Source: an optimization exercise on an open RTL-to-GDS flow (aim: a short achievable clock period and few clock cycles). Production flows keep margins and buffers that such runs may drop.
The RTL was checked by simulation tests, not by an equivalence proof against the original design.
No activity file was given, so power comes from the tool's default toggle rates.

$ cat flow/config.mk
export PLATFORM = sky130hd
export DESIGN_NAME = riscv
export DESIGN_NICKNAME = riscv
export VERILOG_FILES = /design/flow/design.v
export SDC_FILE = /design/flow/constraint.sdc
export NUM_CORES = 8
export LEC_CHECK = 0
export CAP_MARGIN = 20
export CORE_MARGIN = 2
export CORE_UTILIZATION = 40
export CTS_CLUSTER_DIAMETER = 150
export CTS_CLUSTER_SIZE = 20
export PLACE_DENSITY = 0.6
export SLEW_MARGIN = 20
export SYNTH_HIERARCHICAL = 1
export TNS_END_PERCENT = 100
$ cat flow/constraint.sdc
create_clock -name core_clock -period 10.0 [get_ports {clk}]
set_input_delay 2.0000 -clock core_clock [delete_from_list [all_inputs] [get_ports {clk}]]
set_output_delay 2.0000 -clock core_clock [all_outputs]
set_load 0.01 [all_outputs]
$ cat flow/design.v
module riscv_if(
	input	[12+1:2]		pcn_i,	 
	input	[16-1:0]		v_i,
	input	[16-1:0]		tk_i,	 
	input	[16-1:0]		ret_i,
	input	[16*12-1:0]	tag_i,
	input	[16*12-1:0]	tgt_i,
	input	[16*2-1:0]		ctr_i,
	input	[12+1:2]		ras_i,
	output	[16-1:0]		match_o,
	output				hit_o,
	output				pred_o,
	output	[1:0]			ctr_o,
	output	[12+1:2]		ptgt_o
);
integer i;
reg	[12+1:2]	t;
reg	[1:0]		c;
reg			r;
always @(*) begin
	t = {12{1'b0}};
	c = 2'd0;
	r = 1'b0;
	for (i = 0; i < 16; i = i + 1) begin
		t = t | ({12{match_o[i]}} & tgt_i[i*12 +: 12]);
		c = c | ({2{match_o[i]}} & ctr_i[i*2 +: 2]);
		r = r | (match_o[i] & ret_i[i]);
	end
end
wire	[16-1:0]	match_p;
riscv_if_match MP(.pcn_i(pcn_i), .v_i(v_i), .tag_i(tag_i), .match_o(match_p));
riscv_if_match MT(.pcn_i(pcn_i), .v_i(v_i), .tag_i(tag_i), .match_o(match_o));
assign	hit_o  = |match_p;
assign	pred_o = |(match_p & tk_i);
assign	ctr_o  = c;
assign	ptgt_o = r ? ras_i : t;
endmodule
module riscv_if_match(
	input	[12+1:2]		pcn_i,	 
	input	[16-1:0]		v_i,
	input	[16*12-1:0]	tag_i,
	output	[16-1:0]		match_o
);
genvar gi;
generate
	for (gi = 0; gi < 16; gi = gi + 1) begin : g_m
		assign match_o[gi] = v_i[gi] & (tag_i[gi*12 +: 12] == ~pcn_i);
	end
endgenerate
endmodule
module riscv_if_static(
	input	[31:0]		pc_i,
	input	[31:0]		inst_i,
	input	[12+1:2]	ras_i,
	input			fus_i,		 
	input	[31:0]		epc_i,		 
	input	[31:12]		esum_i,		 
	output			pred_o,
	output	[31:2]		tgt_o
);
wire	[4:0]	opc = inst_i[6:2];
wire	[4:0]	rd  = inst_i[11:7];
wire	[4:0]	rs1 = inst_i[19:15];
wire	s   = inst_i[31];
wire	jal = (opc == 5'b11011) & (inst_i[19:12] == {8{s}});
wire	bb  = (opc == 5'b11000) & s;
wire	ret = (opc == 5'b11001) & ((rs1 == 5'd1) | (rs1 == 5'd5)) & ~((rd == 5'd1) | (rd == 5'd5));
wire	[12:1]	jimm = {s, inst_i[20], inst_i[30:21]};
wire	[12:1]	bimm = {s, inst_i[7], inst_i[30:25], inst_i[11:8]};
wire	[12:1]	jlo, blo;
wire		jc, bc;
riscv_if_add12 JA(.a_i(pc_i[12:1]), .b_i(jimm), .s_o(jlo), .c_o(jc));
riscv_if_add12 BA(.a_i(pc_i[12:1]), .b_i(bimm), .s_o(blo), .c_o(bc));
wire	[11:0]	flo;
wire		fc;
riscv_if_add12 FA(.a_i(epc_i[11:0]), .b_i(inst_i[31:20]), .s_o(flo), .c_o(fc));
riscv_if_ssel SEL(
	.fus_i(fus_i),
	.fc_i(fc),
	.flo_i(flo[11:2]),
	.fhi_i(esum_i),
	.jal_i(jal),
	.bb_i(bb),
	.ret_i(ret),
	.s_i(s),
	.jc_i(jc),
	.bc_i(bc),
	.jlo_i(jlo[12:2]),
	.blo_i(blo[12:2]),
	.hi_i(pc_i[31:13]),
	.ras_i(ras_i),
	.pred_o(pred_o),
	.tgt_o(tgt_o)
);
endmodule
module riscv_if_ssel(
	input		fus_i,
	input		fc_i,
	input	[11:2]	flo_i,
	input	[31:12]	fhi_i,
	input		jal_i,
	input		bb_i,
	input		ret_i,
	input		s_i,
	input		jc_i,
	input		bc_i,
	input	[12:2]	jlo_i,
	input	[12:2]	blo_i,
	input	[31:13]	hi_i,
	input	[12+1:2]	ras_i,
	output		pred_o,
	output	[31:2]	tgt_o
);
assign	pred_o = jal_i | bb_i | fus_i | ret_i;
assign	tgt_o  = jal_i ? {hi_i, jlo_i} : bb_i ? {hi_i, blo_i} : fus_i ? {fhi_i, flo_i} :
		 {hi_i[31:12+2], ras_i};
endmodule
module riscv_if_add12(
	input	[11:0]	a_i,
	input	[11:0]	b_i,
	output	[11:0]	s_o,
	output		c_o
);
wire	[11:0]	g0, p0, g1, p1, g2, p2, g3, p3, g4, p4;
riscv_if_pg12 PG(.a_i(a_i), .b_i(b_i), .g_o(g0), .p_o(p0));
riscv_alu_pfx #(.D(1), .INV(0), .W(12)) L1(.g_i(g0), .p_i(p0), .g_o(g1), .p_o(p1));
riscv_alu_pfx #(.D(2), .INV(1), .W(12)) L2(.g_i(g1), .p_i(p1), .g_o(g2), .p_o(p2));
riscv_alu_pfx #(.D(4), .INV(0), .W(12)) L3(.g_i(g2), .p_i(p2), .g_o(g3), .p_o(p3));
riscv_alu_pfx #(.D(8), .INV(1), .W(12)) L4(.g_i(g3), .p_i(p3), .g_o(g4), .p_o(p4));
riscv_if_sum12 SU(.p_i(p0), .c_i(g4), .s_o(s_o), .c_o(c_o));
endmodule
module riscv_if_pg12(
	input	[11:0]	a_i,
	input	[11:0]	b_i,
	output	[11:0]	g_o,
	output	[11:0]	p_o
);
assign	g_o = a_i & b_i;
assign	p_o = a_i ^ b_i;
endmodule
module riscv_if_sum12(
	input	[11:0]	p_i,
	input	[11:0]	c_i,
	output	[11:0]	s_o,
	output		c_o
);
assign	s_o = p_i ^ {c_i[10:0], 1'b0};
assign	c_o = c_i[11];
endmodule
module riscv_id(
	input	[31:0]		inst_i,
	output	[4:0]		rd_o,
	output	[4:0]		rs1_o,
	output	[4:0]		rs2_o,
	output			lui_o,
	output			auipc_o,
	output			jal_o,
	output			jalr_o,
	output			br_o,
	output			load_o,
	output			store_o,
	output			use1_o,		 
	output			use2_o,		 
	output			wr_o,		 
	output			rs2b_o,		 
	output			call_o,
	output			ret_o,
	output	[31:0]		imm_o,		 
	output	[31:0]		timm_o,		 
	output	[5:0]		brc_o,		 
	output	[11-1:0]	op_o
);
wire	[31:0]	inst = inst_i;
wire	[4:0]	opc  = inst[6:2];
wire	[2:0]	f3   = inst[14:12];
assign	rd_o  = inst[11:7];
assign	rs1_o = inst[19:15];
assign	rs2_o = inst[24:20];
wire	opimm = (opc == 5'b00100);
wire	op    = (opc == 5'b01100);
assign	lui_o   = (opc == 5'b01101);
assign	auipc_o = (opc == 5'b00101);
assign	jal_o   = (opc == 5'b11011);
assign	jalr_o  = (opc == 5'b11001);
assign	br_o    = (opc == 5'b11000);
assign	load_o  = (opc == 5'b00000);
assign	store_o = (opc == 5'b01000);
assign	use1_o  = jalr_o | br_o | load_o | store_o | opimm | op;
assign	use2_o  = br_o | store_o | op;
assign	wr_o    = lui_o | auipc_o | jal_o | jalr_o | load_o | opimm | op;
assign	rs2b_o  = br_o | op;
wire	rd_link  = (rd_o == 5'd1) | (rd_o == 5'd5);
wire	rs1_link = (rs1_o == 5'd1) | (rs1_o == 5'd5);
assign	call_o  = (jal_o | jalr_o) & rd_link;
assign	ret_o   = jalr_o & rs1_link & ~rd_link;
wire	[31:0]	imm_i = {{20{inst[31]}}, inst[31:20]};
wire	[31:0]	imm_s = {{20{inst[31]}}, inst[31:25], inst[11:7]};
wire	[31:0]	imm_b = {{20{inst[31]}}, inst[7], inst[30:25], inst[11:8], 1'b0};
wire	[31:0]	imm_u = {inst[31:12], 12'b0};
wire	[31:0]	imm_j = {{12{inst[31]}}, inst[19:12], inst[20], inst[30:21], 1'b0};
assign	imm_o  = store_o ? imm_s : (lui_o | auipc_o) ? imm_u : imm_i;
assign	timm_o = jal_o ? imm_j : imm_b;
assign	brc_o = {f3 == 3'd7, f3 == 3'd6, f3 == 3'd5, f3 == 3'd4, f3 == 3'd1, f3 == 3'd0} & {6{br_o}};
wire	alu = op | opimm;
assign	op_o[0]  = lui_o | auipc_o | load_o | store_o | (opimm & f3 == 3'd0) | (op & f3 == 3'd0 & ~inst[30]);
assign	op_o[1]  = op & f3 == 3'd0 & inst[30];
assign	op_o[2]  = alu & f3 == 3'd2;
assign	op_o[3] = alu & f3 == 3'd3;
assign	op_o[4]  = alu & f3 == 3'd4;
assign	op_o[5]   = alu & f3 == 3'd6;
assign	op_o[6]  = alu & f3 == 3'd7;
assign	op_o[7]  = alu & f3 == 3'd1;
assign	op_o[8]  = alu & f3 == 3'd5 & ~inst[30];
assign	op_o[9]  = alu & f3 == 3'd5 & inst[30];
assign	op_o[10] = jal_o | jalr_o;
endmodule
module riscv_alu(
	input	[31:0]		a_i,
	input	[31:0]		b_i,
	input	[11-1:0]	op_i,
	input	[31:0]		pc4_i,
	input	[31:0]		sum_i,		 
	input	[31:0]		diff_i,		 
	input			ltu_i,
	input			lts_i,
	output	[31:0]		res_o
);
wire	[31:0]	sh;
riscv_alu_shift SH(
	.a_i(a_i),
	.sh_i(b_i[4:0]),
	.left_i(op_i[7]),
	.arith_i(op_i[9]),
	.res_o(sh)
);
wire	[31:0]	other;
riscv_alu_other OTH(
	.a_i(a_i),
	.b_i(b_i),
	.op_i(op_i),
	.pc4_i(pc4_i),
	.sh_i(sh),
	.res_o(other)
);
riscv_alu_mux MUX(
	.add_i(op_i[0]),
	.sub_i(op_i[1]),
	.slt_i(op_i[2]),
	.sltu_i(op_i[3]),
	.sum_i(sum_i),
	.diff_i(diff_i),
	.lts_i(lts_i),
	.ltu_i(ltu_i),
	.other_i(other),
	.res_o(res_o)
);
endmodule
module riscv_alu_other(
	input	[31:0]		a_i,
	input	[31:0]		b_i,
	input	[11-1:0]	op_i,
	input	[31:0]		pc4_i,
	input	[31:0]		sh_i,
	output	[31:0]		res_o
);
assign	res_o = ({32{op_i[4]}}  & (a_i ^ b_i)) |
		({32{op_i[5]}}   & (a_i | b_i)) |
		({32{op_i[6]}}  & (a_i & b_i)) |
		({32{op_i[7] | op_i[8] | op_i[9]}} & sh_i) |
		({32{op_i[10]}} & pc4_i);
endmodule
module riscv_alu_mux(
	input		add_i,
	input		sub_i,
	input		slt_i,
	input		sltu_i,
	input	[31:0]	sum_i,
	input	[31:0]	diff_i,
	input		lts_i,
	input		ltu_i,
	input	[31:0]	other_i,
	output	[31:0]	res_o
);
assign	res_o = ({32{add_i}} & sum_i) | ({32{sub_i}} & diff_i) | other_i |
		{31'd0, (slt_i & lts_i) | (sltu_i & ltu_i)};
endmodule
module riscv_alu_shift(
	input	[31:0]	a_i,
	input	[4:0]	sh_i,
	input		left_i,
	input		arith_i,
	output	[31:0]	res_o
);
wire	[31:0]	sl  = a_i << sh_i;
wire	[31:0]	sr  = a_i >> sh_i;
wire	[31:0]	sra = sr | ({32{a_i[31]}} & ~(32'hffffffff >> sh_i));
assign	res_o = left_i ? sl : arith_i ? sra : sr;
endmodule
module riscv_alu_add #(
	parameter SUB = 0
)(
	input	[31:0]	a_i,
	input	[31:0]	b_i,
	output	[31:0]	s_o
);
wire	[31:0]	p0, g0, g1, p1, g2, p2, g3, p3, g4, p4, g5, p5;
riscv_alu_pg #(.SUB(SUB)) PG(.a_i(a_i), .b_i(b_i), .g_o(g0), .p_o(p0));
riscv_alu_pfx #(.D(1),  .INV(0)) L1(.g_i(g0), .p_i(p0), .g_o(g1), .p_o(p1));
riscv_alu_pfx #(.D(2),  .INV(1)) L2(.g_i(g1), .p_i(p1), .g_o(g2), .p_o(p2));
riscv_alu_pfx #(.D(4),  .INV(0)) L3(.g_i(g2), .p_i(p2), .g_o(g3), .p_o(p3));
riscv_alu_pfx #(.D(8),  .INV(1)) L4(.g_i(g3), .p_i(p3), .g_o(g4), .p_o(p4));
riscv_alu_pfx #(.D(16), .INV(0)) L5(.g_i(g4), .p_i(p4), .g_o(g5), .p_o(p5));
riscv_alu_xsum #(.SUB(SUB)) XS(.p_i(p0), .nc_i(g5), .s_o(s_o));
endmodule
module riscv_alu_pg #(
	parameter SUB = 0
)(
	input	[31:0]	a_i,
	input	[31:0]	b_i,
	output	[31:0]	g_o,
	output	[31:0]	p_o
);
wire	[31:0]	b = SUB ? ~b_i : b_i;
assign	p_o = a_i ^ b;
assign	g_o = SUB ? {a_i[31:1] & b[31:1], a_i[0] | b[0]} : (a_i & b);
endmodule
module riscv_alu_pfx #(
	parameter D = 1,
	parameter INV = 0,
	parameter W = 32
)(
	input	[W-1:0]	g_i,
	input	[W-1:0]	p_i,
	output	[W-1:0]	g_o,
	output	[W-1:0]	p_o
);
genvar i;
generate
	for (i = 0; i < W; i = i + 1) begin : g_b
		if (i < D) begin : g_pass
			assign g_o[i] = ~g_i[i];
			assign p_o[i] = ~p_i[i];
		end else if (INV == 0) begin : g_aoi
			assign g_o[i] = ~(g_i[i] | (p_i[i] & g_i[i-D]));
			assign p_o[i] = ~(p_i[i] & p_i[i-D]);
		end else begin : g_oai
			assign g_o[i] = ~(g_i[i] & (p_i[i] | g_i[i-D]));
			assign p_o[i] = ~(p_i[i] | p_i[i-D]);
		end
	end
endgenerate
endmodule
module riscv_alu_xsum #(
	parameter SUB = 0
)(
	input	[31:0]	p_i,
	input	[31:0]	nc_i,
	output	[31:0]	s_o
);
assign	s_o = p_i ^ {~nc_i[30:0], SUB ? 1'b1 : 1'b0};
endmodule
module riscv_ex(
	input		valid_i,
	input		btaken_i,	 
	input	[31:0]	jsum_i,		 
	input		jne_i,		 
	input	[31:0]	btgt_i,		 
	input		bne_i,		 
	input	[31:0]	pc4_i,
	input		br_i,
	input		jal_i,
	input		jalr_i,
	input		pred_i,		 
	output		mispred_o,
	output		taken_o,
	output	[31:0]	tgt_o,
	output	[31:0]	redir_o
);
wire	mis_t   = ~pred_i | bne_i;
wire	mis_oth = jal_i  ? mis_t :
		  jalr_i ? (~pred_i | jne_i) : pred_i;
wire	mis_br  = btaken_i ? mis_t : pred_i;
assign	mispred_o = valid_i & (br_i ? mis_br : mis_oth);
assign	taken_o   = jal_i | jalr_i | (br_i & btaken_i);
assign	tgt_o     = jalr_i ? {jsum_i[31:1], 1'b0} : btgt_i;
assign	redir_o   = br_i ? (btaken_i ? btgt_i : pc4_i) : (jal_i | jalr_i) ? tgt_o : pc4_i;
endmodule
module riscv_ex_cmp(
	input	[31:0]	a_i,
	input	[31:0]	b_i,
	input	[5:0]	brc_i,		 
	output		eq_o,
	output		ltu_o,
	output		lts_o,
	output		taken_o		 
);
wire	[31:0]	g0 = {1'b0, ~a_i[30:0] & b_i[30:0]};
wire	[31:0]	e0 = {1'b1, ~(a_i[30:0] ^ b_i[30:0])};
wire	[15:0]	g1, e1;
wire	[7:0]	g2, e2;
wire	[3:0]	g3, e3;
wire	[1:0]	g4, e4;
wire		g5, e5;
riscv_ex_cmpl #(.W(16), .INV(0)) C1(.g_i(g0), .e_i(e0), .g_o(g1), .e_o(e1));
riscv_ex_cmpl #(.W(8),  .INV(1)) C2(.g_i(g1), .e_i(e1), .g_o(g2), .e_o(e2));
riscv_ex_cmpl #(.W(4),  .INV(0)) C3(.g_i(g2), .e_i(e2), .g_o(g3), .e_o(e3));
riscv_ex_cmpl #(.W(2),  .INV(1)) C4(.g_i(g3), .e_i(e3), .g_o(g4), .e_o(e4));
riscv_ex_cmpl #(.W(1),  .INV(0)) C5(.g_i(g4), .e_i(e4), .g_o(g5), .e_o(e5));
riscv_ex_cmpf CF(.a31_i(a_i[31]), .b31_i(b_i[31]), .ng_i(g5), .ne_i(e5), .brc_i(brc_i),
	.eq_o(eq_o), .ltu_o(ltu_o), .lts_o(lts_o), .taken_o(taken_o));
endmodule
module riscv_ex_cmpl #(
	parameter W = 1,
	parameter INV = 0
)(
	input	[2*W-1:0]	g_i,
	input	[2*W-1:0]	e_i,
	output	[W-1:0]		g_o,
	output	[W-1:0]		e_o
);
genvar i;
generate
	for (i = 0; i < W; i = i + 1) begin : g_b
		if (INV == 0) begin : g_aoi
			assign g_o[i] = ~(g_i[2*i+1] | (e_i[2*i+1] & g_i[2*i]));
			assign e_o[i] = ~(e_i[2*i+1] & e_i[2*i]);
		end else begin : g_oai
			assign g_o[i] = ~(g_i[2*i+1] & (e_i[2*i+1] | g_i[2*i]));
			assign e_o[i] = ~(e_i[2*i+1] | e_i[2*i]);
		end
	end
endgenerate
endmodule
module riscv_ex_cmpf(
	input		a31_i,
	input		b31_i,
	input		ng_i,
	input		ne_i,
	input	[5:0]	brc_i,
	output		eq_o,
	output		ltu_o,
	output		lts_o,
	output		taken_o
);
wire	e31 = ~(a31_i ^ b31_i);
assign	eq_o  = e31 & ~ne_i;
assign	ltu_o = (~a31_i & b31_i) | (e31 & ~ng_i);
assign	lts_o = (a31_i & ~b31_i) | (e31 & ~ng_i);
assign	taken_o = (brc_i[0] & eq_o) | (brc_i[1] & ~eq_o) | (brc_i[2] & lts_o) | (brc_i[3] & ~lts_o) |
		  (brc_i[4] & ltu_o) | (brc_i[5] & ~ltu_o);
endmodule
module riscv_ex_sumeq(
	input	[31:0]	a_i,
	input	[31:0]	b_i,
	input	[31:0]	k_i,
	output		ne_o
);
wire	[31:0]	x, r, g;
wire	[30:0]	ok;
riscv_ex_xor2 X1(.a_i(a_i), .b_i(b_i), .y_o(x));
riscv_ex_xor2 X2(.a_i(x), .b_i(k_i), .y_o(r));
riscv_ex_sumeq_g G(.a_i(a_i), .b_i(b_i), .x_i(x), .r_i(r), .g_o(g));
riscv_ex_sumeq_ok K(.r_i(r), .g_i(g), .a0_i(a_i[0]), .b0_i(b_i[0]), .ok_o(ok));
riscv_ex_and31 A(.x_i(ok), .yn_o(ne_o));
endmodule
module riscv_ex_xor2(
	input	[31:0]	a_i,
	input	[31:0]	b_i,
	output	[31:0]	y_o
);
assign	y_o = a_i ^ b_i;
endmodule
module riscv_ex_sumeq_g(
	input	[31:0]	a_i,
	input	[31:0]	b_i,
	input	[31:0]	x_i,
	input	[31:0]	r_i,
	output	[31:0]	g_o
);
assign	g_o = (a_i & b_i) | (x_i & r_i);
endmodule
module riscv_ex_sumeq_ok(
	input	[31:0]	r_i,
	input	[31:0]	g_i,
	input		a0_i,
	input		b0_i,
	output	[30:0]	ok_o
);
assign	ok_o = {~(r_i[31:2] ^ g_i[30:1]), ~(r_i[1] ^ (a0_i & b0_i))};
endmodule
module riscv_ex_and31(
	input	[30:0]	x_i,
	output		yn_o
);
wire	[7:0]	n1;
wire	[3:0]	a2;
riscv_ex_nand4 #(.W(8)) L1(.x_i({1'b1, x_i}), .y_o(n1));
riscv_ex_nor2  #(.W(4)) L2(.x_i(n1), .y_o(a2));
riscv_ex_nand4 #(.W(1)) L3(.x_i(a2), .y_o(yn_o));
endmodule
module riscv_ex_nand4 #(
	parameter W = 1
)(
	input	[4*W-1:0]	x_i,
	output	[W-1:0]		y_o
);
genvar i;
generate
	for (i = 0; i < W; i = i + 1) begin : g_b
		assign y_o[i] = ~&x_i[4*i +: 4];
	end
endgenerate
endmodule
module riscv_ex_nor4 #(
	parameter W = 1
)(
	input	[4*W-1:0]	x_i,
	output	[W-1:0]		y_o
);
genvar i;
generate
	for (i = 0; i < W; i = i + 1) begin : g_b
		assign y_o[i] = ~|x_i[4*i +: 4];
	end
endgenerate
endmodule
module riscv_ex_nor2 #(
	parameter W = 1
)(
	input	[2*W-1:0]	x_i,
	output	[W-1:0]		y_o
);
genvar i;
generate
	for (i = 0; i < W; i = i + 1) begin : g_b
		assign y_o[i] = ~|x_i[2*i +: 2];
	end
endgenerate
endmodule
module riscv_ex_nand2 #(
	parameter W = 1
)(
	input	[2*W-1:0]	x_i,
	output	[W-1:0]		y_o
);
genvar i;
generate
	for (i = 0; i < W; i = i + 1) begin : g_b
		assign y_o[i] = ~&x_i[2*i +: 2];
	end
endgenerate
endmodule
module riscv_wb(
	input	[31:0]		pc_i,
	input			stall_i,
	input			pred_i,
	input	[12+1:2]	ptgt_i,
	output	[31:0]		next_o,
	output	[31:0]		pc4_o
);
assign	pc4_o  = pc_i + 32'd4;
assign	next_o = stall_i ? pc_i :
		 pred_i  ? {pc_i[31:12+2], ptgt_i, 2'b00} : pc4_o;
endmodule
module riscv_wb_s(
	input			en_i,
	input			stall_i,
	input			pred_i,		 
	input			spred_i,	 
	input	[31:2]		stgt_i,
	input	[31:0]		next_i,
	output	[31:0]		next_o
);
wire	use_s = ~stall_i & ~pred_i & spred_i;
wire	sel_s = en_i & use_s;
wire	sel_o = en_i & ~use_s;
assign	next_o = ({32{sel_s}} & {stgt_i, 2'b00}) | ({32{sel_o}} & next_i);
endmodule
module riscv_wb_f(
	input			mispred_i,
	input	[31:0]		redir_i,
	input	[31:0]		next_i,
	output	[31:0]		next_o
);
assign	next_o = mispred_i ? redir_i : next_i;
endmodule
module riscv_register(
	input	[32*32-1:0]	rf_i,
	input	[4:0]		idx_i,
	output	[31:0]		val_o
);
wire	[31:0]	sel0, sel1, sel2, sel3;
riscv_register_dec DEC0(.idx_i(idx_i), .sel_o(sel0));
riscv_register_dec DEC1(.idx_i(idx_i), .sel_o(sel1));
riscv_register_dec DEC2(.idx_i(idx_i), .sel_o(sel2));
riscv_register_dec DEC3(.idx_i(idx_i), .sel_o(sel3));
genvar b;
generate
	for (b = 0; b < 32; b = b + 1) begin : g_bit
		wire	[31:0]	col;
		wire	[15:0]	l1;
		wire	[3:0]	l2;
		wire	[1:0]	l3;
		genvar r;
		for (r = 0; r < 32; r = r + 1) begin : g_col
			assign col[r] = rf_i[r*32 + b];
		end
		riscv_register_aoi22 L1(.s_i(b < 8 ? sel0 : b < 16 ? sel1 : b < 24 ? sel2 : sel3), .d_i(col), .y_o(l1));
		riscv_ex_nand4 #(.W(4)) L2(.x_i(l1), .y_o(l2));
		riscv_ex_nor2  #(.W(2)) L3(.x_i(l2), .y_o(l3));
		riscv_ex_nand2 #(.W(1)) L4(.x_i(l3), .y_o(val_o[b]));
	end
endgenerate
endmodule
module riscv_register_dec(
	input	[4:0]	idx_i,
	output	[31:0]	sel_o
);
genvar i;
generate
	for (i = 0; i < 32; i = i + 1) begin : g_d
		assign sel_o[i] = (i != 0) && (idx_i == i);
	end
endgenerate
endmodule
module riscv_register_aoi22(
	input	[31:0]	s_i,
	input	[31:0]	d_i,
	output	[15:0]	y_o
);
genvar i;
generate
	for (i = 0; i < 16; i = i + 1) begin : g_b
		assign y_o[i] = ~((s_i[2*i] & d_i[2*i]) | (s_i[2*i+1] & d_i[2*i+1]));
	end
endgenerate
endmodule
module riscv_stall(
	input	[4:0]	rs1_i,
	input	[4:0]	rs2_i,
	input		use1_i,
	input		use2_i,
	input		e_fwd_i,	 
	input		e_load_i,	 
	input	[4:0]	e_rd_i,
	input		m_fwd_i,	 
	input	[4:0]	m_rd_i,
	output		h1e_o,
	output		h1m_o,
	output		h2e_o,
	output		h2m_o,
	output		stall_o
);
wire	eq1 = (e_rd_i == rs1_i);
wire	eq2 = (e_rd_i == rs2_i);
assign	h1e_o = e_fwd_i & eq1;
assign	h1m_o = m_fwd_i & (m_rd_i == rs1_i);
assign	h2e_o = e_fwd_i & eq2;
assign	h2m_o = m_fwd_i & (m_rd_i == rs2_i);
assign	stall_o = e_load_i & ((use1_i & eq1) | (use2_i & eq2));
endmodule
module riscv_forward(
	input		sel_e_i,
	input	[31:0]	e_i,
	input		sel_r_i,
	input	[31:0]	r_i,
	input	[31:0]	o_i,
	output	[31:0]	val_o
);
assign	val_o = sel_e_i ? e_i : sel_r_i ? r_i : o_i;
endmodule
module riscv_forward_pre(
	input		sel_m_i,	 
	input		sel_x_i,	 
	input	[31:0]	m_i,
	input	[31:0]	x_i,
	output	[31:0]	val_o
);
assign	val_o = ({32{sel_m_i}} & m_i) | ({32{sel_x_i}} & x_i);
endmodule
module riscv(
	input	wire		clk,
	input	wire		rst,		 
	input	wire	[31:0]	inst_i,		 
	output	wire	[31:0]	inst_addr_o,	 
	output	wire		inst_ce_o,	 
	input	wire	[31:0]	data_i,		 
	output	wire		data_we_o,	 
	output	wire		data_ce_o,	 
	output	wire	[31:0]	data_addr_o,	 
	output	wire	[31:0]	data_o		 
);
assign	inst_ce_o = 1'b1;
assign	data_ce_o = 1'b1;
reg	[31:0]	pc_out;
reg	[31:0]	pc;
reg	[12+1:2]	pc_btb_n;	 
reg		e_valid;
reg	[31:0]	e_pc;
reg	[31:0]	e_pc4;
reg	[31:0]	e_a;		 
reg	[31:0]	e_b;		 
reg	[31:0]	e_s;		 
reg	[31:0]	e_timm;		 
reg	[4:0]	e_rd;
reg		e_we;		 
reg		e_load;
reg		e_store;
reg		e_br;
reg		e_jal;
reg		e_jalr;
reg		e_auipc;
reg		e_call;
reg		e_ret;
reg	[5:0]	e_brc;		 
reg	[11-1:0]	e_op;	 
reg		e_pred;		 
reg	[31:2]	e_ptgt;		 
reg		e_hit;		 
reg	[16-1:0]	e_match;	 
reg	[1:0]	e_ctr;		 
reg	[2:0]	e_it, e_tr;	 
reg		e_lc;
reg		m_valid;
reg	[31:0]	m_addr;
reg	[31:0]	m_res_n;
reg	[31:0]	m_sd;
reg		m_we_mem;
reg	[4:0]	m_rd;
reg		m_we;
reg		m_load;
reg	[31:0]	rf [1:31];
reg	[31:0]	rf_v;		 
reg	[16-1:0]	btb_v;
reg	[16-1:0]	btb_tk;		 
reg	[16-1:0]	btb_ret;	 
reg	[12+1:2]	btb_tag [0:16-1];
reg	[12+1:2]	btb_tgt [0:16-1];
reg	[1:0]	btb_ctr [0:16-1];
reg	[2:0]	btb_it  [0:16-1];
reg	[2:0]	btb_tr  [0:16-1];
reg	[16-1:0]	btb_lc;
reg	[16-1:0]	btb_rr;		 
reg	[12+1:2]	ras0, ras1, ras2, ras3;
reg		u_btb;
reg		u_alloc;
reg	[16-1:0]	u_sel;
reg	[12+1:2]	u_tag;
reg	[12+1:2]	u_atgt;		 
reg	[12+1:2]	u_ptgt;		 
reg		u_taken, u_hit, u_v, u_jmp, u_ret;
reg	[1:0]	u_octr;
reg		u_bwd;
reg	[2:0]	u_oit, u_otr;
reg		u_olc;
reg		u_call, u_pop;
reg	[12+1:2]	u_link;
wire	[31:0]	m_res = ~m_res_n;
wire	[31:0]	m_val = m_load ? data_i : m_res;
wire	[31:0]	sum, diff;
wire		ltu, lts, eq, btaken;
riscv_alu_add #(.SUB(0)) ADD(.a_i(e_a), .b_i(e_b), .s_o(sum));
riscv_alu_add #(.SUB(1)) SUB(.a_i(e_a), .b_i(e_b), .s_o(diff));
riscv_ex_cmp CMP(.a_i(e_a), .b_i(e_b), .brc_i(e_brc), .eq_o(eq), .ltu_o(ltu), .lts_o(lts), .taken_o(btaken));
wire	[31:0]	res;
riscv_alu ALU(
	.a_i(e_a),
	.b_i(e_b),
	.op_i(e_op),
	.pc4_i(e_pc4),
	.sum_i(sum),
	.diff_i(diff),
	.ltu_i(ltu),
	.lts_i(lts),
	.res_o(res)
);
wire	[31:0]	e_pfull = {e_ptgt, 2'b00};
wire	[31:0]	btgt;
wire		jne, bne;
riscv_alu_add BTGT(.a_i(e_pc), .b_i(e_timm), .s_o(btgt));
riscv_ex_sumeq JOK(.a_i(e_a), .b_i(e_b), .k_i(e_pfull), .ne_o(jne));
riscv_ex_sumeq BOK(.a_i(e_pc), .b_i(e_timm), .k_i(e_pfull), .ne_o(bne));
wire		mispred;
wire		act_taken;
wire	[31:0]	act_tgt;
wire	[31:0]	redir_pc;
riscv_ex BR(
	.valid_i(e_valid),
	.btaken_i(btaken),
	.jsum_i(sum),
	.jne_i(jne),
	.btgt_i(btgt),
	.bne_i(bne),
	.pc4_i(e_pc4),
	.br_i(e_br),
	.jal_i(e_jal),
	.jalr_i(e_jalr),
	.pred_i(e_pred),
	.mispred_o(mispred),
	.taken_o(act_taken),
	.tgt_o(act_tgt),
	.redir_o(redir_pc)
);
wire	[4:0]	rd, rs1, rs2;
wire		d_lui, d_auipc, d_jal, d_jalr, d_br, d_load, d_store;
wire		d_use1, d_use2, d_wr, d_rs2b, d_call, d_ret;
wire	[31:0]	d_imm, d_timm;
wire	[5:0]	d_brc;
wire	[11-1:0]	d_op;
riscv_id DEC(
	.inst_i(inst_i),
	.rd_o(rd),
	.rs1_o(rs1),
	.rs2_o(rs2),
	.lui_o(d_lui),
	.auipc_o(d_auipc),
	.jal_o(d_jal),
	.jalr_o(d_jalr),
	.br_o(d_br),
	.load_o(d_load),
	.store_o(d_store),
	.use1_o(d_use1),
	.use2_o(d_use2),
	.wr_o(d_wr),
	.rs2b_o(d_rs2b),
	.call_o(d_call),
	.ret_o(d_ret),
	.imm_o(d_imm),
	.timm_o(d_timm),
	.brc_o(d_brc),
	.op_o(d_op)
);
wire	[32*32-1:0]	rf_flat;
assign	rf_flat[31:0] = 32'd0;
genvar gi;
generate
	for (gi = 1; gi < 32; gi = gi + 1) begin : g_rf
		assign rf_flat[gi*32 +: 32] = rf[gi] & {32{rf_v[gi]}};
	end
endgenerate
wire	[31:0]	rf1, rf2;
riscv_register RD1(.rf_i(rf_flat), .idx_i(rs1), .val_o(rf1));
riscv_register RD2(.rf_i(rf_flat), .idx_i(rs2), .val_o(rf2));
wire	h1e, h1m, h2e, h2m, stall;
riscv_stall HAZ(
	.rs1_i(rs1),
	.rs2_i(rs2),
	.use1_i(d_use1),
	.use2_i(d_use2),
	.e_fwd_i(e_valid & e_we),
	.e_load_i(e_valid & e_load & e_we),
	.e_rd_i(e_rd),
	.m_fwd_i(m_valid & m_we),
	.m_rd_i(m_rd),
	.h1e_o(h1e),
	.h1m_o(h1m),
	.h2e_o(h2e),
	.h2m_o(h2m),
	.stall_o(stall)
);
wire	a_reg = ~d_auipc & ~d_lui;
wire	[31:0]	pre_a, pre_b, pre_s, opa, opb, ops;
riscv_forward_pre PA(.sel_m_i(a_reg & h1m), .sel_x_i(d_auipc), .m_i(m_val), .x_i(pc), .val_o(pre_a));
riscv_forward_pre PB(.sel_m_i(d_rs2b & h2m), .sel_x_i(~d_rs2b), .m_i(m_val), .x_i(d_imm), .val_o(pre_b));
riscv_forward_pre PS(.sel_m_i(h2m), .sel_x_i(1'b0), .m_i(m_val), .x_i(32'd0), .val_o(pre_s));
riscv_forward FA(.sel_e_i(a_reg & h1e), .e_i(res), .sel_r_i(a_reg & ~h1m), .r_i(rf1), .o_i(pre_a), .val_o(opa));
riscv_forward FB(.sel_e_i(d_rs2b & h2e), .e_i(res), .sel_r_i(d_rs2b & ~h2m), .r_i(rf2), .o_i(pre_b), .val_o(opb));
riscv_forward FS(.sel_e_i(h2e), .e_i(res), .sel_r_i(~h2m), .r_i(rf2), .o_i(pre_s), .val_o(ops));
wire	[16*12-1:0]	bt_flat;
wire	[16*12-1:0]	bg_flat;
wire	[16*2-1:0]		bc_flat;
generate
	for (gi = 0; gi < 16; gi = gi + 1) begin : g_btb
		assign bt_flat[gi*12 +: 12] = btb_tag[gi];
		assign bg_flat[gi*12 +: 12] = btb_tgt[gi];
		assign bc_flat[gi*2 +: 2] = btb_ctr[gi];
	end
endgenerate
wire	[16-1:0]	f_match;
reg	[2:0]	f_it, f_tr;
integer fi;
always @(*) begin
	f_it = 3'd0;
	f_tr = 3'd0;
	for (fi = 0; fi < 16; fi = fi + 1) begin
		f_it = f_it | ({3{f_match[fi]}} & btb_it[fi]);
		f_tr = f_tr | ({3{f_match[fi]}} & btb_tr[fi]);
	end
end
wire		f_hit, f_pred;
wire	[1:0]	f_ctr;
wire	[12+1:2]	f_ptgt;
riscv_if BTB(
	.pcn_i(pc_btb_n),
	.v_i(btb_v),
	.tk_i(btb_tk),
	.ret_i(btb_ret),
	.tag_i(bt_flat),
	.tgt_i(bg_flat),
	.ctr_i(bc_flat),
	.ras_i(ras0),
	.match_o(f_match),
	.hit_o(f_hit),
	.pred_o(f_pred),
	.ctr_o(f_ctr),
	.ptgt_o(f_ptgt)
);
wire		s_pred;
wire	[31:2]	s_tgt;
riscv_if_static SP(
	.pc_i(pc),
	.inst_i(inst_i),
	.ras_i(ras0),
	.fus_i(d_jalr & e_auipc & h1e),
	.epc_i(e_pc),
	.esum_i(sum[31:12]),
	.pred_o(s_pred),
	.tgt_o(s_tgt)
);
wire	s_use = ~f_hit & s_pred;
wire	[31:0]	next_pc, next_pc_out, next_pc_b, next_pc_s, next_pc_so, pc4;
riscv_wb NPC(
	.pc_i(pc),
	.stall_i(stall),
	.pred_i(f_pred),
	.ptgt_i(f_ptgt),
	.next_o(next_pc_b),
	.pc4_o(pc4)
);
riscv_wb_s NPCS(
	.en_i(1'b1),
	.stall_i(stall),
	.pred_i(f_pred),
	.spred_i(s_use),
	.stgt_i(s_tgt),
	.next_i(next_pc_b),
	.next_o(next_pc_s)
);
riscv_wb_f NPCF(.mispred_i(mispred), .redir_i(redir_pc), .next_i(next_pc_s), .next_o(next_pc));
riscv_wb_s NPCSO(
	.en_i(~rst),
	.stall_i(stall),
	.pred_i(f_pred),
	.spred_i(s_use),
	.stgt_i(s_tgt),
	.next_i(next_pc_b),
	.next_o(next_pc_so)
);
riscv_wb_f NPCFO(.mispred_i(mispred), .redir_i(redir_pc), .next_i(next_pc_so), .next_o(next_pc_out));
always @(posedge clk) begin
	pc_out   <= next_pc_out;
	pc_btb_n <= ~next_pc_out[12+1:2];
end
always @(posedge clk or posedge rst) begin
	if (rst) begin
		pc <= 32'd0;
	end else begin
		pc <= next_pc;
	end
end
assign	inst_addr_o = pc_out;
always @(posedge clk or posedge rst) begin
	if (rst) begin
		e_valid <= 1'b0;
	end else begin
		e_valid <= ~mispred & ~stall;
	end
end
always @(posedge clk) begin
	e_pc    <= pc;
	e_pc4   <= pc4;
	e_a     <= opa;
	e_b     <= opb;
	e_s     <= ops;
	e_timm  <= d_timm;
	e_rd    <= rd;
	e_we    <= d_wr & (rd != 5'd0);
	e_load  <= d_load;
	e_store <= d_store;
	e_br    <= d_br;
	e_jal   <= d_jal;
	e_jalr  <= d_jalr;
	e_auipc <= d_auipc;
	e_call  <= d_call;
	e_ret   <= d_ret;
	e_brc   <= d_brc;
	e_op    <= d_op;
	e_pred  <= f_pred | s_use;
	e_ptgt  <= f_hit ? {pc[31:12+2], f_ptgt} : s_tgt;
	e_hit   <= f_hit;
	e_match <= f_match;
	e_ctr   <= f_ctr;
	e_it    <= f_it;
	e_tr    <= f_tr;
	e_lc    <= |(f_match & btb_lc);
end
always @(posedge clk or posedge rst) begin
	if (rst) begin
		m_valid  <= 1'b0;
	end else begin
		m_valid  <= e_valid;
	end
end
always @(posedge clk) begin
	m_we_mem <= ~rst & e_valid & e_store;
	m_addr   <= res;
	m_res_n  <= ~res;
	m_sd     <= e_s;
	m_rd     <= e_rd;
	m_we     <= e_we;
	m_load   <= e_load;
end
assign	data_addr_o = m_addr;
assign	data_o      = m_sd;
assign	data_we_o   = m_we_mem;
always @(posedge clk) begin
	if (m_valid & m_we)
		rf[m_rd] <= m_val;
end
integer k;
always @(posedge clk or posedge rst) begin
	if (rst) begin
		rf_v <= 32'd0;
	end else if (m_valid & m_we) begin
		for (k = 1; k < 32; k = k + 1)
			if (m_rd == k)
				rf_v[k] <= 1'b1;
	end
end
wire	e_ctl = e_br | e_jal | e_jalr;
always @(posedge clk or posedge rst) begin
	if (rst) begin
		u_btb   <= 1'b0;
		u_alloc <= 1'b0;
		u_call  <= 1'b0;
		u_pop   <= 1'b0;
	end else begin
		u_btb   <= e_valid & (act_taken | e_hit);
		u_alloc <= e_valid & act_taken & ~e_hit;
		u_call  <= e_valid & e_call;
		u_pop   <= e_valid & e_ret;
	end
end
always @(posedge clk) begin
	u_sel   <= e_hit ? e_match : btb_rr;
	u_tag   <= e_pc[12+1:2];
	u_atgt  <= act_tgt[12+1:2];
	u_ptgt  <= e_ptgt[12+1:2];
	u_taken <= act_taken;
	u_hit   <= e_hit;
	u_octr  <= e_ctr;
	u_bwd   <= e_br & e_timm[31];
	u_oit   <= e_it;
	u_otr   <= e_tr;
	u_olc   <= e_lc;
	u_v     <= e_ctl;
	u_jmp   <= e_jal | e_jalr;
	u_ret   <= e_ret;
	u_link  <= e_pc4[12+1:2];
end
wire	[1:0]	u_ctr = ~u_hit ? 2'd2 :
			u_taken ? ((u_octr == 2'd3) ? 2'd3 : u_octr + 2'd1) :
				  ((u_octr == 2'd0) ? 2'd0 : u_octr - 2'd1);
wire	[2:0]	u_it  = ~u_taken ? 3'd0 : ~u_hit ? 3'd1 : (u_oit == 3'd7) ? 3'd7 : u_oit + 3'd1;
wire	[2:0]	u_tr  = ~u_hit ? 3'd7 : ~u_taken ? u_oit : u_otr;
wire		u_lc  = ~u_hit ? 1'b0 : u_taken ? u_olc : (u_oit == u_otr) & (u_oit != 3'd7);
wire		u_tk  = u_jmp | (u_ctr[1] & ~(u_bwd & u_lc & (u_it == u_tr)));
wire	[12+1:2]	u_tgt = u_taken ? u_atgt : u_ptgt;
integer j;
always @(posedge clk or posedge rst) begin
	if (rst) begin
		btb_v  <= {16{1'b0}};
		btb_rr <= {{(16-1){1'b0}}, 1'b1};
	end else begin
		if (u_btb)
			btb_v <= (btb_v & ~u_sel) | ({16{u_v}} & u_sel);
		if (u_alloc)
			btb_rr <= {btb_rr[16-2:0], btb_rr[16-1]};
	end
end
always @(posedge clk) begin
	for (j = 0; j < 16; j = j + 1) begin
		if (u_btb & u_sel[j]) begin
			btb_tk[j]  <= u_tk;
			btb_ret[j] <= u_ret;
			btb_tag[j] <= u_tag;
			btb_tgt[j] <= u_tgt;
			btb_ctr[j] <= u_ctr;
			btb_it[j]  <= u_it;
			btb_tr[j]  <= u_tr;
			btb_lc[j]  <= u_lc;
		end
	end
end
always @(posedge clk or posedge rst) begin
	if (rst) begin
		ras0 <= {12{1'b0}};
		ras1 <= {12{1'b0}};
		ras2 <= {12{1'b0}};
		ras3 <= {12{1'b0}};
	end else if (u_call & u_pop) begin
		ras0 <= u_link;
	end else if (u_call) begin
		ras0 <= u_link;
		ras1 <= ras0;
		ras2 <= ras1;
		ras3 <= ras2;
	end else if (u_pop) begin
		ras0 <= ras1;
		ras1 <= ras2;
		ras2 <= ras3;
	end
end
endmodule
$ cat flow/flow/run.sh
#!/bin/bash
set -u
bash standard.sh SETUP_SLACK_MARGIN=6.3 finish > standard_flow.log 2>&1
$ cat flow/standard.sh
#!/bin/bash
# synth_recipe.tcl (not shown) runs the flow's synth.tcl, then flattens the netlist and writes it again
# the make line also repeats each setting of config.mk as NAME=value (left out here)
make -C /OpenROAD-flow-scripts/flow DESIGN_CONFIG=/design/flow/config.mk WORK_HOME=/design/flow/orfs CLKGATE_MAP_FILE= SYNTH_SCRIPT=/design/flow/synth_recipe.tcl "${@:-finish}"
==> metrics.yaml, run 1 <==
via_per_inst: 6.06
path_clk_slew_ns: 0.09
reg2reg_slack_ns: 6.30
power_density_nw_per_um2: 150
post_drt_wl_per_cell_microns: 31.9
leakagePower_uw: 0.0477
grt_overflow: 0
hp-start: "e_s[22]"
fmax_ghz: 0.260
grt-busiest-layer: "met2"
drv_slew: 0
initial_core_util: 0.402
place_area_sq_um: 129000
worstPathMaxFanout: 18
worstHoldPathType: "reg -> reg"
grt_pass1_wl_microns: 659000
antenna_left: 0
antenna_found_initial: 39
synthToLayoutAreaGrowth_pct: 14.4
period_needed_ns: 3.85
nNetsFinal: 11100
drc: 0
fin_crit_sh: 0.385
cp.required_ns: 10.71
drtIter0Drc: 10300
htreeDepth: 4
root_buffer: "clkbuf_16"
drive_above_1_share: 0.264
holdPathStages: 0
use_met1: 0.393
outcome: "timing/DRC/antenna clean"
yosysWarnings: 13
syn_inst: 10400
r2r_end: "e_s[19]"
hold_viol: 0
coreArea_sq_um: 306000
dieArea_sq_um: 311000
worstRegToRegCells: 13
grt_usage: 0.294
cts_buffers: 134
routed_wl_microns: 480000
syn_area_sq_um: 123000
vdd_ir_drop_max_v: 0.000133
r2r_start: "e_b[1]"
cp-end-kind: "flop"
rsz0062_at_grt: "true"
portBuffers: 160
cp-start-kind: "input pin"
finalWeightedCongestion: 0.989
max-clock-path-buffers: 4
dp_slack_ns: 3.49
worstPathArrival_ns: 4.56
p_total_uw: 21000
hold_path_end: "m_sd[22]"
maxSlewHeadroom: 0.191
clk_latency_ns: 0.93
use_met2: 0.473
ctsHoldBuffers: 0
use_met3: 0.0411
post-dp-hpwl_microns: 320000
fin_area_sq_um: 140000
grt_pass1_vias: 88500
setup_viol: 0
critical_path_class: "in -> reg"
vias: 91200
finalWorstSetupSlack_ns: 6.15
die_w_microns: 558
grt_max_degree: 154
max_cap_viol_count: 0
clock_sinks: 2208
drt_pass1_iterations: 7
die_h_microns: 558
cts_tree: "built"
setup_tns_ns: 0
io_pins: 165
syn_avg_cell_area_sq_um: 11.8
skew_ns: 0.124
rows: 203
worst_slew_pin_slew_ns: 1.21
==> per-layer routing <==
layer | vias up | share of wire
met5 | - | 0.00012
met4 | 8 | 0.052
met3 | 869 | 0.073
met2 | 4082 | 0.46
met1 | 46800 | 0.41
li1 | 39400 | -
==> how the worst max path moves through the flow <==
stage	endpoint	cells past startpoint	slack, ns	start
2_1_floorplan	pc_out[2]	6	4.89	rst
3_3_place_gp	pc[1]	12	3.58	inst_i[31]
3_5_place_dp	pc[1]	12	3.49	inst_i[31]
4_1_cts	pc[20]	14	6.26	inst_i[31]
5_1_grt	e_s[11]	10	6.21	inst_i[22]
6_report	e_a[28]	11	6.15	inst_i[19]
==> stage by stage <==
stage                     utilization  std cells  hold slack, ns
after floorplan                     -      10500           0.310
after global placement          0.423      14500           0.316
after global routing            0.459      15000           0.320
final                           0.460      15100           0.318
after CTS                       0.449      14900           0.314
after detailed placement        0.423      14500           0.313
==> registers in the layout, summed over array words and instances, names as in the netlist, 30 cells and up, named ones only <==
signal   flops
btb_tgt    192
pc_out      32
e_pc        32
btb_tr      48
btb_tag    192
e_ptgt      30
btb_ctr     32
e_pc4       32
btb_it      48
e_b         32
m_res_n     32
m_addr      32
rf_v        31
rf         992
pc          32
e_a         32
m_sd        32
e_timm      32
e_s         32
==> what timing repair did <==
action / in CTS / in global routing
pin swaps: 48 / 54
resized for setup: 827 / 327
gates cloned: 27 / 27
buffers inserted: 104 / 105
endpoints found under the setup margin: 366 / 177
==> final cells by class <==
cell class	count	area, sq um
antenna	33	82.6
clock buffer	218	3770
clock inverter	10	130
fill	27800	165000
inverter	373	1420
multi-input combinational	7462	61600
sequential	2208	60600
tap	4100	5130
timing repair buffer	650	7640
timing repair inverter	1	5.00
==> where the power goes <==
| group | switching, uW | total [uW] | internal (uW) | leakage, uW |
|---|---|---|---|---|
| Sequential | 311 | 10400 | 10100 | 0.0206 |
| Combinational | 3150 | 4770 | 1610 | 0.0253 |
| Clock | 3230 | 5870 | 2630 | 0.00187 |
==> cells in the final DEF, fill, tap and decap left out, types with 59 or more instances in the layout <==
| cell type | count |
|---|---|
| clkbuf_1 | 79 |
| nand2_1 | 721 |
| o21ai_1 | 262 |
| dfrtp_1 | 144 |
| mux2_4 | 115 |
| xor2_1 | 552 |
| a22o_1 | 245 |
| mux2i_1 | 235 |
| a22oi_2 | 1025 |
| mux2_2 | 148 |
| o21ai_0 | 59 |
| nand3_1 | 86 |
| mux4_2 | 59 |
| inv_1 | 367 |
| dfxtp_1 | 452 |
| xnor2_1 | 194 |
| dlygate4sd2_1 | 92 |
| nor2_1 | 395 |
| buf_4 | 309 |
| a21oi_1 | 273 |
| and2_1 | 1006 |
| nor2_2 | 87 |
| buf_12 | 93 |
| a21oi_2 | 86 |
| clkbuf_16 | 166 |
| a221oi_1 | 92 |
| conb_1 | 120 |
| ha_1 | 220 |
| nor2_4 | 247 |
| nand4_1 | 381 |
| edfxtp_1 | 1552 |
==> worst max-delay path, stage by stage <==
cell and delay [ns]:
buf_4 0.25, buf_16 0.29, nand2b_4 0.34, nor2_4 0.08, buf_12 0.15, a22oi_2 0.17, nand4_1 0.21, nor2_1 0.43
nand2_1 0.28, mux2i_1 0.21, o21ai_1 0.07
Testbench counts, summed over its fixed seeds: cycles 149,965.
==> run 2, diff against run 1 <==
==> flow/flow/run.sh (replaced) <==
#!/bin/bash
set -u
bash standard.sh SETUP_SLACK_MARGIN=7.2 finish > standard_flow.log 2>&1
==> metrics.yaml, run 2 <==
post-dp-hpwl_microns: 323000
outcome: "timing/DRC/antenna clean"
path_clk_slew_ns: 0.10
die_w_microns: 558
synthToLayoutAreaGrowth_pct: 24.0
top_regs: "rf: 992 flops, btb_tag: 192 flops, btb_tgt: 192 flops"
io_pins: 165
grt_max_degree: 73
holdPathStages: 0
initial_core_util: 0.402
dp_slack_ns: 3.76
critPathSlowestCell: "or2_4"
setup_tns_ns: 0
syn_area_sq_um: 123000
worstPathArrival_ns: 4.51
fmax_ghz: 0.267
leakagePower_uw: 0.0524
mostFrequentLayoutCell: "edfxtp_1"
portBuffers: 160
rsz0062_at_grt: "true"
cts_buffers: 124
setup_viol: 0
maxSlewHeadroom: 0.192
grt_pass1_wl_microns: 699000
drive_above_1_share: 0.365
power_density_nw_per_um2: 141
nNetsFinal: 11700
die_h_microns: 558
worstRegToRegCells: 18
path_cells: "buf_16 -> buf_16 -> buf_8 -> xnor2_4 -> nand3_2 -> o22ai_4 -> and2_4 -> or2_4 -> nor4_4 -> buf_6 -> buf_12 -> nand4_1 -> xnor2_1 -> nand2_1 -> mux2i_1 -> mux2_4"
worst_slew_pin_slew_ns: 1.21
path_common_cell: "buf_16"
htreeDepth: 3
finalWorstSetupSlack_ns: 6.26
rows: 203
post_drt_wl_per_cell_microns: 33.0
worstHoldPathType: "reg -> reg"
max_cap_viol_count: 0
syn_avg_cell_area_sq_um: 11.8
antenna_left: 0
mostFrequentLayoutCells: "edfxtp_1 (1552), a22oi_2 (1029), and2_1 (1002)"
largest_reg_flops: 992
drt_pass1_iterations: 6
cp_num_cells: 16
critPathBufInv: 5
hold_viol: 0
crit_family: "simple AND/OR/NAND/NOR gates"
cts_tree: "built"
drc: 0
cp-end-kind: "flop"
worstPathMaxFanout: 5
via_per_inst: 6.14
drv_slew: 0
clk_latency_ns: 0.99
cp.required_ns: 10.77
vdd_ir_drop_max_v: 0.000202
max_flop_register: "rf"
critical_path_class: "in -> reg"
yosysWarnings: 13
grt_overflow: 0
drtIter0Drc: 12100
dieArea_sq_um: 311000
cp-start-kind: "input pin"
grt_pass1_vias: 92100
clock_sinks: 2208
finalWeightedCongestion: 1.00
fin_crit_sh: 0.374
routed_wl_microns: 516000
period_needed_ns: 3.74
syn_inst: 10400
max-clock-path-buffers: 4
vias: 96000
root_buffer: "clkbuf_16"
grt_usage: 0.314
skew_ns: 0.122
coreArea_sq_um: 306000
ctsHoldBuffers: 0
antenna_found_initial: 39
slowest_delay_ns: 0.27
run 2: final cells by class:
class | count | area [sq um]
fill | 26600 | 153000
multi-input combinational | 7474 | 65300
sequential | 2208 | 60800
timing repair buffer | 1258 | 15900
tap | 4100 | 5130
clock buffer | 211 | 3470
inverter | 373 | 1480
antenna | 19 | 47.5
clock inverter | 3 | 21.3
run 2: worst paths after layout:
kind	to	from	slack (ns)
max	pc_out[24]	inst_i[17]	6.26
min	m_load	e_load	0.31
max reg2reg	pc_out[24]	pc_btb_n[5]	6.29
min reg2reg	m_load	e_load	0.31
max in group asynchronous	pc[16]	rst	7.39
min in group asynchronous	rf_v[11]	rst	1.60
run 2: power by group:
group	switching (uW)	internal, uW
Combinational	3500	2110
Sequential	346	10100
Clock	3120	2360
Total	6970	14500
run 2: through the flow:
step	cell area, sq um	util	hold slack [ns]	std cells	total power (uW)
after floorplan	125000	-	0.310	10500	13200
after global placement	130000	0.426	0.315	14500	14800
after detailed placement	130000	0.427	0.312	14500	14800
after CTS	147000	0.482	0.300	15400	21100
after global routing	152000	0.498	0.303	15600	22100
final	152000	0.498	0.306	15600	21500
run 2: worst reg2reg max path, delay by kind of cell, from the launching register on:
| kind | cells | cell delay [ns] |
|---|---|---|
| flip-flops | 1 | 0.38 |
| AO/OA/AOI/OAI | 2 | 0.43 |
| buffers and inverters | 5 | 0.85 |
| XOR/XNOR | 2 | 0.35 |
| AND/OR/NAND/NOR | 7 | 1.14 |
| multiplexers | 2 | 0.35 |
run 2: routing by layer:
| layer | GRT usage | wire length (microns) | vias to the layer above |
|---|---|---|---|
| li1 | - | - | 40700 |
| met2 | 0.505 | 236000 | 5140 |
| met5 | 0 | 65 | - |
| met3 | 0.0517 | 43100 | 1201 |
| met1 | 0.406 | 203000 | 49000 |
| met4 | 0.165 | 34700 | 10 |
run 2: repair_timing:
| item | CTS | global route |
|---|---|---|
| setup endpoints to repair | 620 | 599 |
| setup buffers | 552 | 241 |
| pin swaps | 547 | 502 |
| gates resized for setup | 2088 | 489 |
| gates cloned | 76 | 27 |
==> run 3, diff against run 2 <==
==> flow/flow/run.sh (replaced) <==
#!/bin/bash
set -u
bash standard.sh SETUP_SLACK_MARGIN=6.7 finish > standard_flow.log 2>&1
==> metrics.yaml, run 3 <==
outcome: "timing/DRC/antenna clean"
reg2reg_slack_ns: 6.33
post-dp-hpwl_microns: 325000
drc: 0
worstHoldPathType: "reg -> reg"
vias: 94500
cp-start-kind: "input pin"
root_buffer: "clkbuf_16"
mostFrequentLayoutCell: "edfxtp_1"
critical_path_class: "in -> reg"
fmax_ghz: 0.269
mostFrequentLayoutCells: "edfxtp_1 (1552), a22oi_2 (1031), and2_1 (1001)"
setup_viol: 0
top_regs: "rf: 992 flops, btb_tag: 192 flops, btb_tgt: 192 flops"
drive_above_1_share: 0.345
fin_crit_sh: 0.372
path_common_cell: "buf_6"
place_area_sq_um: 130000
cp-end-kind: "flop"
worstRegToRegCells: 18
coreArea_sq_um: 306000
portBuffers: 160
cts_tree: "built"
vdd_ir_drop_max_v: 0.000153
clock_sinks: 2208
syn_inst: 10400
holdPathStages: 0
die_w_microns: 558
synthToLayoutAreaGrowth_pct: 21.9
yosysWarnings: 13
skew_ns: 0.150
path_cells: "buf_6 -> buf_12 -> buf_6 -> xnor2_2 -> nand3_2 -> o22ai_4 -> and2_4 -> or2_4 -> nor4_4 -> buf_6 -> buf_12 -> nand4_1 -> xnor2_1 -> nand2_1 -> mux2i_1 -> mux2_4"
rows: 203
drt_pass1_iterations: 8
drv_slew: 0
path_clk_slew_ns: 0.09
htreeDepth: 3
grt_max_degree: 69
critPathSlowestCell: "or2_4"
fin_util: 0.490
rsz0062_at_grt: "true"
clk_latency_ns: 0.98
cp.required_ns: 10.78
drtIter0Drc: 11200
grt_pass1_vias: 90900
antenna_found_initial: 39
syn_avg_cell_area_sq_um: 11.8
slowest_delay_ns: 0.28
multi_input_area_sq_um: 64200
worstPathMaxFanout: 8
post_drt_wl_per_cell_microns: 32.4
syn_area_sq_um: 123000
fin_area_sq_um: 150000
grt_usage: 0.310
routed_wl_microns: 503000
period_needed_ns: 3.72
power_density_nw_per_um2: 142
critPathBufInv: 5
maxSlewHeadroom: 0.188
cts_buffers: 125
largest_reg_flops: 992
via_per_inst: 6.09
setup_tns_ns: 0
nNetsFinal: 11600
leakagePower_uw: 0.0513
dieArea_sq_um: 311000
antenna_left: 0
max-clock-path-buffers: 4
n_fill_cell: 26800
grt_pass1_wl_microns: 690000
cp_num_cells: 16
worstPathArrival_ns: 4.50
initial_core_util: 0.402
worst_slew_pin_slew_ns: 1.22
finalWeightedCongestion: 1.02
register_area_sq_um: 60700
grt_overflow: 0
die_h_microns: 558
io_pins: 165
max_cap_viol_count: 0
crit_family: "simple AND/OR/NAND/NOR gates"
hold_viol: 0
max_flop_register: "rf"
run 3: cell type report:
type | count | share of cell area
multi-input cells | 7461 | 0.429
flip-flops and latches | 2208 | 0.406
repair buffers | 1127 | 0.0967
well taps | 4100 | 0.0343
clock buffers | 209 | 0.0232
inverters | 373 | 0.00954
clock inverters | 7 | 0.000619
diodes | 20 | 0.000335
run 3: worst reg2reg max path, stage by stage, from the launching register on:
cell and delay (ns):
dfxtp_4 0.39, buf_12 0.18, buf_4 0.18, xor2_1 0.15, nand3_1 0.15, nor4_4 0.08
a22o_1 0.22, a221oi_2 0.21, nand4_1 0.23, buf_12 0.21, or2_4 0.25, nor4_4 0.14
buf_6 0.19, buf_12 0.15, nand4_1 0.12, xnor2_1 0.20, nand2_1 0.11, mux2i_1 0.09
mux2_4 0.26
run 3: what timing repair did:
| item | CTS | global route |
|---|---|---|
| cloned | 82 | 17 |
| buffers inserted | 415 | 240 |
| resized for setup | 1733 | 519 |
| hold buffers | 0 | 0 |
| setup endpoints to repair | 423 | 328 |
| pin swaps | 256 | 431 |
run 3: worst paths after layout:
path,to,start
min reg2reg,u_otr[1],e_tr[1]
min,u_otr[1],e_tr[1]
max reg2reg,pc_out[30],pc_btb_n[2]
min in group asynchronous,pc[4],rst
max,pc_out[30],inst_i[15]
max in group asynchronous,rf_v[10],rst
run 3: through the flow:
step / instances / power [uW] / hold WS, ns / setup WS [ns]
final: 15500 / 21200 / 0.280 / 6.28
after global routing: 15500 / 21800 / 0.303 / 6.20
after CTS: 15200 / 20900 / 0.276 / 6.36
after detailed placement: 14500 / 14800 / 0.312 / 3.34
after global placement: 14500 / 14800 / 0.313 / 3.34
after floorplan: 10500 / 13200 / 0.310 / 4.89
run 3: per-layer routing:
layer  track usage  routed length (microns)  vias up
met4         0.142                    29000       16
met2         0.500                   231000     4711
met1         0.410                   203000    48300
li1              -                        -    40400
met5             0                       92        -
met3        0.0448                    40000     1067
run 3: report_power, final:
part / switching (uW) / total [uW] / internal, uW / leakage (uW)
sequential: 359 / 10400 / 10100 / 0.0206
clock: 3120 / 5510 / 2390 / 0.00169
combinational: 3340 / 5290 / 1950 / 0.0290
==> run 4, diff against run 3 <==
--- a/flow/design.v
+++ b/flow/design.v
@@ -64,5 +64,5 @@
 wire	s   = inst_i[31];
-wire	jal = (opc == 5'b11011) & (inst_i[19:12] == {8{s}});
-wire	bb  = (opc == 5'b11000) & s;
-wire	ret = (opc == 5'b11001) & ((rs1 == 5'd1) | (rs1 == 5'd5)) & ~((rd == 5'd1) | (rd == 5'd5));
+wire	jal  = (opc == 5'b11011);
+wire	jalr = (opc == 5'b11001);
+wire	bb   = (opc == 5'b11000) & s;
 wire	[12:1]	jimm = {s, inst_i[20], inst_i[30:21]};
@@ -83,3 +83,3 @@
 	.bb_i(bb),
-	.ret_i(ret),
+	.jalr_i(jalr),
 	.s_i(s),
@@ -102,3 +102,3 @@
 	input		bb_i,
-	input		ret_i,
+	input		jalr_i,
 	input		s_i,
@@ -113,3 +113,3 @@
 );
-assign	pred_o = jal_i | bb_i | fus_i | ret_i;
+assign	pred_o = jal_i | bb_i | jalr_i;
 assign	tgt_o  = jal_i ? {hi_i, jlo_i} : bb_i ? {hi_i, blo_i} : fus_i ? {fhi_i, flo_i} :
==> metrics.yaml, run 4 <==
outcome: "timing/DRC/antenna clean"
grt-busiest-layer: "met2"
clk_latency_ns: 0.97
post_drt_wl_per_cell_microns: 32.1
leakagePower_uw: 0.0505
slowest_delay_ns: 0.49
max-clock-path-buffers: 4
worstPathArrival_ns: 4.47
post-dp-hpwl_microns: 319000
grt_overflow: 0
worstPathMaxFanout: 7
yosysWarnings: 13
dp_slack_ns: 4.08
cp-start-kind: "flop"
finalWorstSetupSlack_ns: 6.35
routed_wl_microns: 494000
syn_avg_cell_area_sq_um: 11.8
use_met3: 0.0445
multi_input_area_sq_um: 63400
period_needed_ns: 3.65
fin_crit_sh: 0.365
clock_sinks: 2208
grt_pass1_vias: 90500
drive_above_1_share: 0.326
largest_reg_flops: 992
synthToLayoutAreaGrowth_pct: 20.2
drc: 0
root_buffer: "clkbuf_16"
dp.cells: 14500
critPathBufInv: 5
fin_cells: 15400
coreArea_sq_um: 306000
mostFrequentLayoutCells: "edfxtp_1 (1552), a22oi_2 (1027), and2_1 (1004)"
fmax_ghz: 0.274
p_total_uw: 20700
nNetsFinal: 11500
syn_area_sq_um: 123000
drt_pass1_iterations: 8
max_flop_register: "rf"
max_cap_viol_count: 0
syn_inst: 10400
die_h_microns: 558
critPathSlowestCell: "or4b_1"
use_met2: 0.492
path_clk_slew_ns: 0.09
skew_ns: 0.124
setup_tns_ns: 0
rsz0062_at_grt: "true"
path_cells: "buf_12 -> xor2_2 -> xor2_1 -> a22o_1 -> xnor2_1 -> nand4_1 -> nor2_2 -> nand4_1 -> or4b_1 -> o211ai_1 -> a21boi_4 -> buf_12 -> buf_12 -> buf_12 -> buf_16 -> mux2_4"
cts_tree: "built"
dieArea_sq_um: 311000
crit_family: "simple AND/OR/NAND/NOR gates"
via_per_inst: 6.10
htreeDepth: 3
finalWeightedCongestion: 0.997
setup_viol: 0
antenna_left: 0
use_met1: 0.396
fin_util: 0.482
grt_max_degree: 74
worst_slew_pin_slew_ns: 1.19
grt_usage: 0.302
vias: 94000
io_pins: 165
rows: 203
register_area_sq_um: 60700
cp-end-kind: "flop"
mostFrequentLayoutCell: "edfxtp_1"
cp.required_ns: 10.82
path_common_cell: "buf_12"
critical_path_class: "reg -> reg"
maxSlewHeadroom: 0.207
power_density_nw_per_um2: 141
vdd_ir_drop_max_v: 0.000177
die_w_microns: 558
initial_core_util: 0.401
drtIter0Drc: 11200
antenna_found_initial: 48
n_fill_cell: 27100
hold_viol: 0
top_regs: "rf: 992 flops, btb_tag: 192 flops, btb_tgt: 192 flops"
drv_slew: 0
worstHoldPathType: "reg -> reg"
cts_buffers: 125
grt_pass1_wl_microns: 675000
portBuffers: 160
run 4: final cells by class:
| type | count | share of cell area |
|---|---|---|
| flip-flops and latches | 2208 | 0.412 |
| well taps | 4100 | 0.0348 |
| inverters | 373 | 0.00964 |
| multi-input cells | 7449 | 0.430 |
| clock buffers | 211 | 0.0236 |
| repair buffers | 1047 | 0.0895 |
| diodes | 24 | 0.000407 |
| clock inverters | 3 | 0.000356 |
run 4: power breakdown:
| part | leakage, uW | total (uW) | switching (uW) | internal [uW] |
|---|---|---|---|---|
| combinational | 0.0281 | 4850 | 3090 | 1770 |
| clock | 0.00168 | 5470 | 3100 | 2370 |
| sequential | 0.0207 | 10400 | 344 | 10000 |
| total | 0.0505 | 20700 | 6530 | 14200 |
run 4: metal layers:
layer | up-vias | wire length [microns] | part of all wire
li1 | 40200 | - | -
met1 | 48000 | 197000 | 0.40
met2 | 4748 | 229000 | 0.46
met3 | 1064 | 39700 | 0.080
met4 | 16 | 29000 | 0.059
met5 | - | 125 | 0.00025
run 4: final timing paths:
kind | cells past startpoint | slack (ns) | from | to
worst max-delay path | 16 | 6.35 | e_b[3] | pc_out[2]
max in group asynchronous | 5 | 6.90 | rst | rf_v[2]
min in group asynchronous | 3 | 1.55 | rst | e_valid
worst min register to register | 0 | 0.31 | e_tr[2] | u_otr[2]
worst min-delay path | 0 | 0.31 | e_tr[2] | u_otr[2]
worst max register to register | 16 | 6.35 | e_b[3] | pc_out[2]
run 4: metrics by stage:
step                      hold WS, ns  area (sq um)
after global routing            0.319        147000
after floorplan                 0.310        125000
after CTS                       0.315        143000
after global placement          0.313        130000
final                           0.309        147000
after detailed placement        0.313        130000
run 4: worst register-to-register path, stage by stage (launching register included):
cell and delay [ns]:
dfxtp_4 0.36, buf_12 0.16, xor2_2 0.21, xor2_1 0.18, a22o_1 0.20, xnor2_1 0.19
nand4_1 0.17, nor2_2 0.21, nand4_1 0.15, or4b_1 0.49, o211ai_1 0.18, a21boi_4 0.10
buf_12 0.15, buf_12 0.15, buf_12 0.14, buf_16 0.14, mux2_4 0.33
run 4: timing repair:
item,in CTS,in global routing
gates resized for setup,1635,359
gates cloned,50,30
endpoints found under the hold margin,0,0
pin swaps,361,327
buffers inserted,390,197
endpoints found under the setup margin,410,319
hold buffers,0,0
Testbench counts of run 4, summed over its fixed seeds: cycles 149,965.

[static timing again, ports no longer ideal]
The results above use ideal ports. As a check the final layouts listed here were re-extracted and re-timed, cells and wires unchanged. Step 1 (the two cells are an assumption about what drives the block):
set clk [get_ports {clk}]
set_driving_cell -lib_cell sky130_fd_sc_hd__clkbuf_16 $clk
set_driving_cell -lib_cell sky130_fd_sc_hd__buf_2 [delete_from_list [all_inputs] $clk]
Step 2 times the ports against the registers' clock, not the clock port: input delays grow and output delays shrink by t, the midpoint of the rising clock arrivals with the driver on. Slacks: ideal / step 1 / step 2; pairs: ideal / step 1.
run | t (ns) | setup WS [ns] | clock arrival spread, ns | worst data-port slew with drivers (ns) | pins driven straight from the clock port
run 1 | 0.968 | 6.149 / 6.177 / 5.209 | 0.131 / 0.132 | 0.23 | 1
run 2 | 1.024 | 6.260 / 6.179 / 5.155 | 0.125 / 0.125 | 0.25 | 1
run 3 | 1.002 | 6.284 / 6.225 / 5.223 | 0.150 / 0.151 | 0.29 | 1
run 4 | 0.994 | 6.351 / 6.351 / 5.364 | 0.141 / 0.140 | 0.22 | 1
After both steps every run listed still meets setup and hold. The setup slack of run 2, which loses most, moves by -0.081 ns with the drivers and by -1.105 ns with both steps.
